This is an optimization exercise on Yosys and OpenROAD, whose aim is a short achievable clock period and few clock cycles per item, not a production implementation. Only simulation tests tie the RTL to the original design; equivalence was not proved. Power is estimated from default activity; no workload was simulated.

Design rv32_pipe_cpu, start of the top module:
module rv32_pipe_cpu(
    input clk,
    input rst_n,
    output [31:0] imem_addr,
    input  [31:0] imem_rdata,
    output [31:0] dmem_addr,
    output [31:0] dmem_wdata,
    output        dmem_we,
    input  [31:0] dmem_rdata,
    output        debug_wb_have_inst,
    output [31:0] debug_wb_pc,
    output        debug_wb_ena,
    output [4:0]  debug_wb_reg,
    output [31:0] debug_wb_value
);
    localparam OP_R    = 7'b0110011;
    localparam OP_I    = 7'b0010011;
    localparam OP_LW   = 7'b0000011;
    localparam OP_SW   = 7'b0100011;
    localparam OP_BR   = 7'b1100011;
    localparam OP_JAL  = 7'b1101111;
    localparam OP_JALR = 7'b1100111;
    localparam OP_LUI  = 7'b0110111;
    reg  [31:0] pc;
    reg  [31:0] fetch_addr;          
    reg         id_valid;
    reg  [31:0] id_pc;
    reg  [31:0] id_inst;
    reg  [31:0] id_rs1_oh;           
    reg  [31:0] id_rs2_oh;
    reg         id_pred;             
    reg         ex_valid;
    reg  [31:0] ex_pc;
    reg  [31:0] ex_pc4;
    reg  [4:0]  ex_rd;
    reg         ex_rf_we;
    reg         ex_is_load;
    reg         ex_is_store;
    reg         ex_is_branch;
    reg         ex_is_jal;
    reg         ex_is_addi;
    reg         ex_is_jalr;
    reg         ex_jal_far;          
    reg         ex_br_lt;            
    reg         ex_br_inv;           
  ...
export LEC_CHECK = 0
export ABC_CLOCK_PERIOD_IN_PS = 2500
export CAP_MARGIN = 20
export CORE_MARGIN = 2
export CORE_UTILIZATION = 55
export CTS_CLUSTER_DIAMETER = 80
export CTS_CLUSTER_SIZE = 20
export GPL_TIMING_DRIVEN = 1
export SLEW_MARGIN = 20
create_clock -name core_clock -period 10.0 [get_ports {clk}]
standard.sh (not shown) runs the stock make flow with config.mk's settings and CLKGATE_MAP_FILE= SYNTH_SCRIPT=/design/flow/synth_recipe.tcl, a recipe that flattens the netlist after the stock synthesis.
==> flow/flow/run.sh <==
#!/bin/bash
# The standard layout (standard.sh) with the settings in env.sh:
# environment variables, and make variables in MAKE_ARGS.
set -euo pipefail
MAKE_ARGS=()
source flow/env.sh
bash standard.sh "${MAKE_ARGS[@]}" finish > standard.log 2>&1
Other scripts of this flow, unchanged in this note and not shown: flow/flow/env.sh
The first run finished clean.
Testbench counts at the start, summed over its fixed seeds: cycles 28,776, instrs 26,430.
Edit:
--- a/flow/design.v
+++ b/flow/design.v
@@ -45,26 +45,24 @@
     reg         ex_br_inv;           
     reg         ex_m_always;         
     reg         ex_m_true;           
     reg         ex_m_false;          
     reg         ex_jr_chk;           
     reg         ex_sub;
     reg         ex_sra;
     reg  [7:0]  ex_rsel;             
     reg  [31:0] ex_a;                
     reg  [31:0] ex_b;                
     reg  [31:0] ex_sd;               
     reg  [31:0] ex_target;           
-    reg         ex_redir_t;          
-    reg         ex_m_late;           
     reg  [31:0] ex_pnpc;             
     reg         mem_valid;
     reg  [31:0] mem_pc;
     reg  [4:0]  mem_rd;
     reg         mem_rf_we;
     reg         mem_is_load;
     reg         mem_is_store;
     reg  [31:0] mem_alu;
     reg  [31:0] mem_sd;
     reg         mem_btb_upd;         
     reg         mem_btb_ins;         
     reg         mem_is_branch;
@@ -251,41 +249,41 @@
                       | ({32{ex_rsel[4]}} & x_sll)
                       | ({32{ex_rsel[5]}} & x_sr)
                       | ({32{ex_rsel[6]}} & x_b)
                       | ({32{ex_rsel[7]}} & ex_pc4);
     wire x_eq = (x_a == x_b);
     wire x_lt = lt32(x_a, x_b);
     wire x_cond = (ex_br_lt ? x_lt : x_eq) ^ ex_br_inv;
     wire x_taken = (ex_is_branch && x_cond) || ex_is_jal;
     wire [31:0] x_cs_x = x_a ^ x_b ^ ex_pnpc;
     wire [31:0] x_cs_c = (x_a & x_b) | ((x_a | x_b) & ~ex_pnpc);
     wire x_jalr_ok = (x_cs_x == {x_cs_c[30:0], 1'b0});
     wire x_mispredict = ex_m_always || (x_cond ? ex_m_true : ex_m_false);
-    wire x_jr_wrong   = (ex_jr_chk && !x_jalr_ok) || ex_m_late;
+    wire x_jr_wrong   = ex_jr_chk && !x_jalr_ok;
     wire [31:0] x_npc = x_taken ? ex_target : ex_pc4;
     assign dmem_addr  = mem_addr_q;
     assign dmem_wdata = mem_sd;
     assign dmem_we    = mem_we;
     wire [31:0] m_val = mem_is_load ? dmem_rdata : mem_alu;
     wire [31:0] d_v1 = d_e1 ? x_res : d_m1 ? m_val : d_w1 ? wb_val : d_rf1;
     wire [31:0] d_v2 = d_e2 ? x_res : d_m2 ? m_val : d_w2 ? wb_val : d_rf2;
     assign debug_wb_have_inst = dbg_have;
     assign debug_wb_pc        = wb_pc;
     assign debug_wb_ena       = dbg_ena;
     assign debug_wb_reg       = dbg_reg;
     assign debug_wb_value     = dbg_val;
     wire [31:0] pc_id = d_stall    ? pc :
                         d_redirect ? (d_redir_seq ? d_pc4 : d_target) : f_npc;
-    wire [31:0] pc_n = mem_jr_redirect ? (mem_is_jalr ? mem_jr_tgt : mem_npc) :
-                       x_mispredict    ? (ex_redir_t ? ex_target : ex_pc4) : pc_id;
+    wire [31:0] pc_n = mem_jr_redirect ? mem_jr_tgt :
+                       x_mispredict    ? x_npc   : pc_id;
     always @(posedge clk or negedge rst_n) begin
         if (!rst_n)  pc <= 32'hffff_fffc;
         else         pc <= pc_n;
     end
     always @(posedge clk) begin
         fetch_addr <= rst_n ? pc_n : 32'hffff_fffc;
     end
     always @(posedge clk or negedge rst_n) begin
         if (!rst_n)                           id_valid <= 1'b0;
         else if (mem_jr_redirect || x_mispredict || x_jr_wrong || d_redirect)
                                               id_valid <= 1'b0;
         else if (!d_stall)                    id_valid <= 1'b1;
@@ -299,51 +297,49 @@
             id_pred    <= f_pred;
         end
     end
     always @(posedge clk or negedge rst_n) begin
         if (!rst_n)                          ex_valid <= 1'b0;
         else if (x_mispredict || x_jr_wrong || d_stall)
                                              ex_valid <= 1'b0;
         else                                 ex_valid <= id_valid;
     end
     wire d_to_ex = rst_n && id_valid && !(x_mispredict || x_jr_wrong || d_stall);
     always @(posedge clk) begin
         ex_m_always  <= d_to_ex && !d_br && !d_jalr && (d_jal ? !d_p_tgt : !d_p_seq);
-        ex_m_true    <= d_to_ex && d_br && !d_p_tgt && d_p_seq;
-        ex_m_false   <= d_to_ex && d_br && !d_p_seq && d_p_tgt;
-        ex_m_late    <= d_to_ex && d_br && !d_p_seq && !d_p_tgt;
+        ex_m_true    <= d_to_ex && d_br && !d_p_tgt;
+        ex_m_false   <= d_to_ex && d_br && !d_p_seq;
         ex_jr_chk    <= d_to_ex && d_jalr;
     end
     always @(posedge clk) begin
         ex_pc        <= id_pc;
         ex_pc4       <= d_pc4;
         ex_rd        <= d_rd;
         ex_rf_we     <= d_wr;
         ex_is_load   <= d_lw;
         ex_is_store  <= d_sw;
         ex_is_branch <= d_br;
         ex_is_jal    <= d_jal;
         ex_is_addi   <= d_i && (d_f3 == 3'b000);
         ex_is_jalr   <= d_jalr;
         ex_jal_far   <= d_jal_far;
         ex_br_lt     <= d_f3[2];
         ex_br_inv    <= d_f3[0];
         ex_sub       <= d_sub;
         ex_sra       <= id_inst[30];
         ex_rsel      <= d_rsel;
         ex_a         <= d_v1;
         ex_b         <= d_use_imm ? d_imm : d_sub ? ~d_v2 : d_v2;
         ex_sd        <= d_v2;
         ex_target    <= d_target;
-        ex_redir_t   <= d_jal || (d_br && !(d_redirect ? !d_redir_seq : id_pred));
         ex_pnpc      <= pc;
     end
     always @(posedge clk or negedge rst_n) begin
         if (!rst_n) begin
             mem_valid       <= 1'b0;
             mem_jr_redirect <= 1'b0;
             mem_alu         <= 32'd0;
         end else begin
             mem_valid       <= ex_valid;
             mem_jr_redirect <= x_jr_wrong;
             mem_alu         <= x_res;
         end
The new run produced a clean layout.
Via count went down by 1.7%.
Worst setup slack loses 180 ps.
First-iteration DRC count decreases by 3.6%.
Power fell by 3.8%.
Wire length decreases by 2.0%.
Clock power decreases by about 1%.
Clock-buffer cell count rose by 3.
Cell area went down by 2.3%.
Die area falls by 0.75%.
Global-route usage is lower by 0.79 points.
Testbench counts after the change, summed over its fixed seeds: cycles 28,776, instrs 26,430.

---

== before ==
rv32_pipe_cpu, a different RTL version from the one above (not shown whole).
Size: about 9,100 cells after synthesis, ~2,000 flip-flops, roughly 230 I/O pins, ~0.098 mm^2 of cells after synthesis.
// rv32_pipe_cpu
module rv32_pipe_cpu(
    input clk,
    input rst_n,
    output [31:0] imem_addr,
    input  [31:0] imem_rdata,
    output [31:0] dmem_addr,
    output [31:0] dmem_wdata,
    output        dmem_we,
    input  [31:0] dmem_rdata,
    output        debug_wb_have_inst,
    output [31:0] debug_wb_pc,
    output        debug_wb_ena,
    output [4:0]  debug_wb_reg,
    output [31:0] debug_wb_value
);
    localparam OP_R    = 7'b0110011;
    localparam OP_I    = 7'b0010011;
    localparam OP_LW   = 7'b0000011;
    localparam OP_SW   = 7'b0100011;
    localparam OP_BR   = 7'b1100011;
    localparam OP_JAL  = 7'b1101111;
    localparam OP_JALR = 7'b1100111;
    localparam OP_LUI  = 7'b0110111;
    reg  [31:0] pc;
    reg  [31:0] fetch_addr;          
    reg  [11:2] pc_tag;              
    reg         id_valid;
    reg  [31:0] id_pc;
    reg  [31:0] id_inst;
    reg  [31:0] id_rs1_oh;           
    reg  [31:0] id_rs2_oh;           
    reg  [31:0] id_rs1_ohn;          
    reg  [31:0] id_rs2_ohn;          
    reg         id_pred;             
    reg         ex_valid;
    reg  [31:0] ex_pc;
    reg  [31:0] ex_pc4;
    reg  [4:0]  ex_rd;
    reg         ex_rf_we;
    reg         ex_is_load;
    reg         ex_is_store;
    reg         ex_is_branch;
    reg         ex_is_jal;
    reg         ex_is_addi;
    reg         ex_is_jalr;
    reg         ex_jal_far;          
    reg         ex_br_lt;            
    reg         ex_br_inv;           
    reg         ex_m_always;         
  ...
clock: 10.0 ns
lec_check: 0
abc_clock_period_in_ps: 2500
cap_margin: 30
core_margin: 2
core_utilization: 55
cts_cluster_diameter: 80
cts_cluster_size: 20
gpl_timing_driven: 1
slew_margin: 30
Scripts as last shown in full above: flow/flow/run.sh
Other scripts of this flow, unchanged in this note and not shown: flow/flow/env.sh
Testbench counts of before, summed over its fixed seeds: cycles 29,016, instrs 26,430.
Edits applied to the flow inputs when going from before to after:
diff --git a/flow/design.v b/flow/design.v
--- a/flow/design.v
+++ b/flow/design.v
@@ -217,15 +217,19 @@
                    ((d_use1 && d_e1) || (d_use2 && d_e2));
     wire x_addi_zero = ((ex_a ^ ex_b) == {ex_a[30:0] | ex_b[30:0], 1'b0});
     wire d_fused     = d_br && (d_f3[2:1] == 2'b00) && (d_rs2 == 5'd0) &&
                        ex_valid && ex_is_addi && ex_rf_we && (ex_rd == d_rs1);
     wire d_fz_taken  = d_f3[0] ^ x_addi_zero;
     wire d_redir_seq = d_fused && !d_fz_taken;       
+    wire d_same      = (d_rs1 == d_rs2);
+    wire d_fwd_take  = (d_f3 == 3'b000) ?  d_same :
+                       (d_f3 == 3'b001) ? !d_same :
+                       (d_f3 == 3'b101) ?  d_same : 1'b0;
     wire d_redirect  = id_valid && !d_stall &&
                        (d_fused ? (d_fz_taken != id_pred)
-                                : (!id_pred && (d_jal_far || (d_br && id_inst[31]))));
+                                : (!id_pred && (d_jal_far || (d_br && (id_inst[31] || d_fwd_take)))));
     wire d_alu  = d_r | d_i;
     wire d_add  = (d_alu && d_f3 == 3'b000) | d_lw | d_sw;
     wire d_sub  = d_r && d_f3 == 3'b000 && id_inst[30];
     wire [7:0] d_rsel = {
         d_jal | d_jalr,                       
         d_lui,                                
==> summary.txt <==
Compared with before, after shows a initial antenna violation count that is 1 lower. The higher clock network fraction of design power of after and before is in after. Compared with before, after shows register share of the cell area lower by 0.17 points. Routed wire in after totals less than in before. In the tables for after and before, count of clock-buffer cells in the layout reads higher with before. In the tables for after and before, power share of the combinational group reads lower with after. Looking at slew at the pin with the worst max-slew slack, after sits 9.1 ps below before. Relative to before, detailed-router iteration count before antenna repair increased by 4 in after. Comparing after and before, the higher overall fraction of global-route tracks in use was measured on after.
Testbench counts of after, summed over its fixed seeds: cycles 28,810, instrs 26,430.

---

04-09:
Another version of the RTL of rv32_pipe_cpu (not shown whole).
Size in the first run: roughly 9900 cells after synthesis, ~2100 flip-flops, about 100000 um2 of cells after synthesis.
export LEC_CHECK = 0
export ABC_CLOCK_PERIOD_IN_PS = 2500
export CAP_MARGIN = 30
export CORE_MARGIN = 2
export CORE_UTILIZATION = 55
export CTS_CLUSTER_DIAMETER = 80
export CTS_CLUSTER_SIZE = 20
export GPL_TIMING_DRIVEN = 1
export SLEW_MARGIN = 30
create_clock -name core_clock -period 10.0 [get_ports {clk}]
Scripts as last shown in full above: flow/flow/run.sh
Other scripts of this flow, unchanged in this note and not shown: flow/flow/env.sh
Testbench counts of 04-09, summed over its fixed seeds: cycles 28,051, instrs 26,430.
Here is what was changed in the inputs of 09-10 compared with 04-09.
--- a/flow/design.v
+++ b/flow/design.v
@@ -21,16 +21,19 @@
     localparam OP_JAL  = 7'b1101111;
     localparam OP_JALR = 7'b1100111;
     localparam OP_LUI  = 7'b0110111;
     reg  [31:0] pc;
     reg  [31:0] fetch_addr;          
     reg  [11:2] pc_tag;              
     reg         id_valid;
     reg  [31:0] id_pc;
+    reg  [31:0] id_tgt_b;            
+    reg  [31:0] id_tgt_j;            
+    reg  [31:0] id_jr_tgt;           
     reg  [31:0] id_inst;
     reg  [31:0] id_rs1_oh;           
     reg  [31:0] id_rs2_oh;           
     reg  [31:0] id_rs1_ohn;          
     reg  [31:0] id_rs2_ohn;          
     reg         id_rs1_one;          
     reg         id_pred;             
     reg         ex_valid;
@@ -185,19 +188,17 @@
     wire [31:0] d_immI = {{20{id_inst[31]}}, id_inst[31:20]};
     wire [31:0] d_immS = {{20{id_inst[31]}}, id_inst[31:25], id_inst[11:7]};
     wire [31:0] d_immB = {{20{id_inst[31]}}, id_inst[7], id_inst[30:25], id_inst[11:8], 1'b0};
     wire [31:0] d_immJ = {{12{id_inst[31]}}, id_inst[19:12], id_inst[20], id_inst[30:21], 1'b0};
     wire [31:0] d_immU = {id_inst[31:12], 12'h000};
     wire [31:0] d_imm = d_sw  ? d_immS :
                         d_lui ? d_immU : d_immI;
     wire [31:0] d_pc4    = inc4(id_pc);
-    wire [31:0] d_tgt_j  = ks_add(id_pc, d_immJ, 1'b0);
-    wire [31:0] d_tgt_b  = ks_add(id_pc, d_immB, 1'b0);
-    wire [31:0] d_target = d_jal ? d_tgt_j : d_tgt_b;
+    wire [31:0] d_target = d_jal ? id_tgt_j : id_tgt_b;
     wire        d_jal_far = d_jal && (d_immJ != 32'd4);
     reg  [31:0] d_rf1, d_rf2;
     integer k;
     always @(*) begin
         d_rf1 = 32'd0;
         d_rf2 = 32'd0;
         for (k = 1; k < 32; k = k + 1) begin
             d_rf1 = d_rf1 | ({{16{!id_rs1_ohn[k]}}, {16{id_rs1_oh[k]}}} & rf[k]);
@@ -243,37 +244,34 @@
     wire d_fwd_take  = (d_f3 == 3'b000) ?  d_same :
                        (d_f3 == 3'b001) ? !d_same :
                        (d_f3 == 3'b101) ?  d_same : 1'b0;
     wire d_redir_seq = d_fused && !d_fz_taken;       
     wire d_br_redirect = id_valid && !d_stall &&
                        (d_fused ? (d_fz_taken != id_pred)
                                 : (!id_pred && (d_jal_far || (d_br && (id_inst[31] || d_fwd_take)))));
     wire        d_jr_fuse = d_jalr && ex_valid && ex_is_jal && ex_rf_we && (ex_rd == d_rs1);
-    wire [31:0] d_jr_tgt  = ks_add(ex_pc4, d_immI, 1'b0);
+    wire [31:0] d_jr_tgt  = id_jr_tgt;
     wire        d_jr_redirect = id_valid && d_jr_fuse && !id_pred;
     wire        d_redirect    = d_br_redirect || d_jr_redirect;
     wire d_alu  = d_r | d_i;
     wire d_add  = (d_alu && d_f3 == 3'b000) | d_lw | d_sw;
     wire d_sub  = d_r && d_f3 == 3'b000 && id_inst[30];
     wire [7:0] d_rsel = {
         d_jal | d_jalr,                       
         d_lui,                                
         d_alu && d_f3 == 3'b101,              
         d_alu && d_f3 == 3'b001,              
         d_alu && d_f3 == 3'b100,              
         d_alu && d_f3 == 3'b110,              
         d_alu && d_f3 == 3'b111,              
         d_add                                 
     };
     wire d_use_imm = d_i | d_lw | d_sw | d_jalr | d_lui;
-    wire [31:0] d_timm  = d_jal ? d_immJ : d_immB;
-    wire [31:0] d_cs_x  = id_pc ^ d_timm ^ pc;
-    wire [31:0] d_cs_c  = (id_pc & d_timm) | ((id_pc | d_timm) & ~pc);
-    wire        d_pc_is_tgt = (d_cs_x == {d_cs_c[30:0], 1'b0});
+    wire        d_pc_is_tgt = (pc == d_target);
     wire d_p_seq = d_redirect ?  d_redir_seq : !id_pred;
     wire d_p_tgt = d_redirect ? !d_redir_seq : d_pc_is_tgt;
     wire [31:0] x_a = ex_a;
     wire [31:0] x_b = ex_b;
     wire [31:0] x_sum = ks_add(x_a, x_b, ex_sub);
     wire [31:0] x_sll = x_a << x_b[4:0];
     wire [31:0] x_sr  = $signed({ex_sra & x_a[31], x_a}) >>> x_b[4:0];
     wire [31:0] x_res = ({32{ex_rsel[0]}} & x_sum)
@@ -335,16 +333,24 @@
         end
         if (!d_stall) begin
             id_pc      <= pc;
             id_inst    <= imem_rdata;
             id_rs1_one <= f_rs1_one;
             id_pred    <= f_take;
         end
     end
+    wire [31:0] f_immB_x = {{20{imem_rdata[31]}}, imem_rdata[7], imem_rdata[30:25], imem_rdata[11:8], 1'b0};
+    wire [31:0] f_immJ_x = {{12{imem_rdata[31]}}, imem_rdata[19:12], imem_rdata[20], imem_rdata[30:21], 1'b0};
+    wire [31:0] f_immI_x = {{20{imem_rdata[31]}}, imem_rdata[31:20]};
+    always @(posedge clk) begin
+        id_tgt_b  <= d_stall ? ks_add(id_pc, d_immB, 1'b0) : ks_add(pc, f_immB_x, 1'b0);
+        id_tgt_j  <= d_stall ? ks_add(id_pc, d_immJ, 1'b0) : ks_add(pc, f_immJ_x, 1'b0);
+        id_jr_tgt <= ks_add(d_pc4, f_immI_x, 1'b0);
+    end
     always @(posedge clk or negedge rst_n) begin
         if (!rst_n)                          ex_valid <= 1'b0;
         else if (x_mispredict || x_jr_wrong || d_stall)
                                              ex_valid <= 1'b0;
         else                                 ex_valid <= id_valid;
     end
     wire d_to_ex = rst_n && id_valid && !(x_mispredict || x_jr_wrong || d_stall);
     always @(posedge clk) begin
Findings:
The final reports for 09-10 and 04-09 show power of the combinational group higher in the former.
Compared with 04-09, in 09-10 clock period minus final worst setup slack higher, die outline width picked up an extra 1.4%, wire length of the first global-routing pass essentially unchanged, fraction of power consumed by combinational cells +1.7 points.
09-10 ended up with input pin to flip-flop as its class of the most critical setup path; 04-09 ended up with flip-flop to output pin.
04-09 → 09-10: routed wire length about even, overall track demand over capacity in global routing fell 1.5 points, parity-gate share of the synthesized area counting xor and xnor cells rose 0.60 points, via count of the first global-routing pass rose 302.
Run comparison: 04-09 cell with the biggest individual delay on the critical path sky130_fd_sc_hd__dfxtp_4; 09-10 cell with the biggest individual delay on the critical path sky130_fd_sc_hd__a221o_2
Testbench counts of 09-10, summed over its fixed seeds: cycles 28,051, instrs 26,430.

-- static timing again, ports no longer ideal --
The flow's constraints put no driver on any port. The routed layouts listed below were extracted and timed again, unchanged, in two steps. Step 1 (the two cells are an assumption about what drives the block):
set clk [get_ports {clk}]
set_driving_cell -lib_cell sky130_fd_sc_hd__clkbuf_16 $clk
set_driving_cell -lib_cell sky130_fd_sc_hd__buf_2 [delete_from_list [all_inputs] $clk]
Step 2 moves the port delays by t, midway between the first and last clock arrival at a register: inputs arrive t later, outputs are due t later. That takes back most of the time a late clock gives input paths. Three values: no drivers, after step 1, after step 2; two values: the first two.
| run | t, ns | slack for setup (ns) | worst data-port slew with drivers (ns) |
|---|---|---|---|
| the first run of note 1 | 0.943 | 6.541 / 6.448 / 6.167 | 0.21 |
| the second run of note 1 | 0.914 | 6.357 / 6.357 / 5.935 | 0.18 |
| before | 0.933 | 6.608 / 6.522 / 6.222 | 0.25 |
| after | 0.946 | 6.516 / 6.436 / 6.068 | 0.30 |
| 04-09 | 0.950 | 6.570 / 6.481 / 6.082 | 0.23 |
| 09-10 | 0.944 | 6.116 / 6.068 / 5.125 | 0.32 |
After both steps setup and hold are still met in every run listed. For 09-10, which loses most, drivers alone change the setup slack by -0.048 ns; drivers and shift together by -0.991 ns.
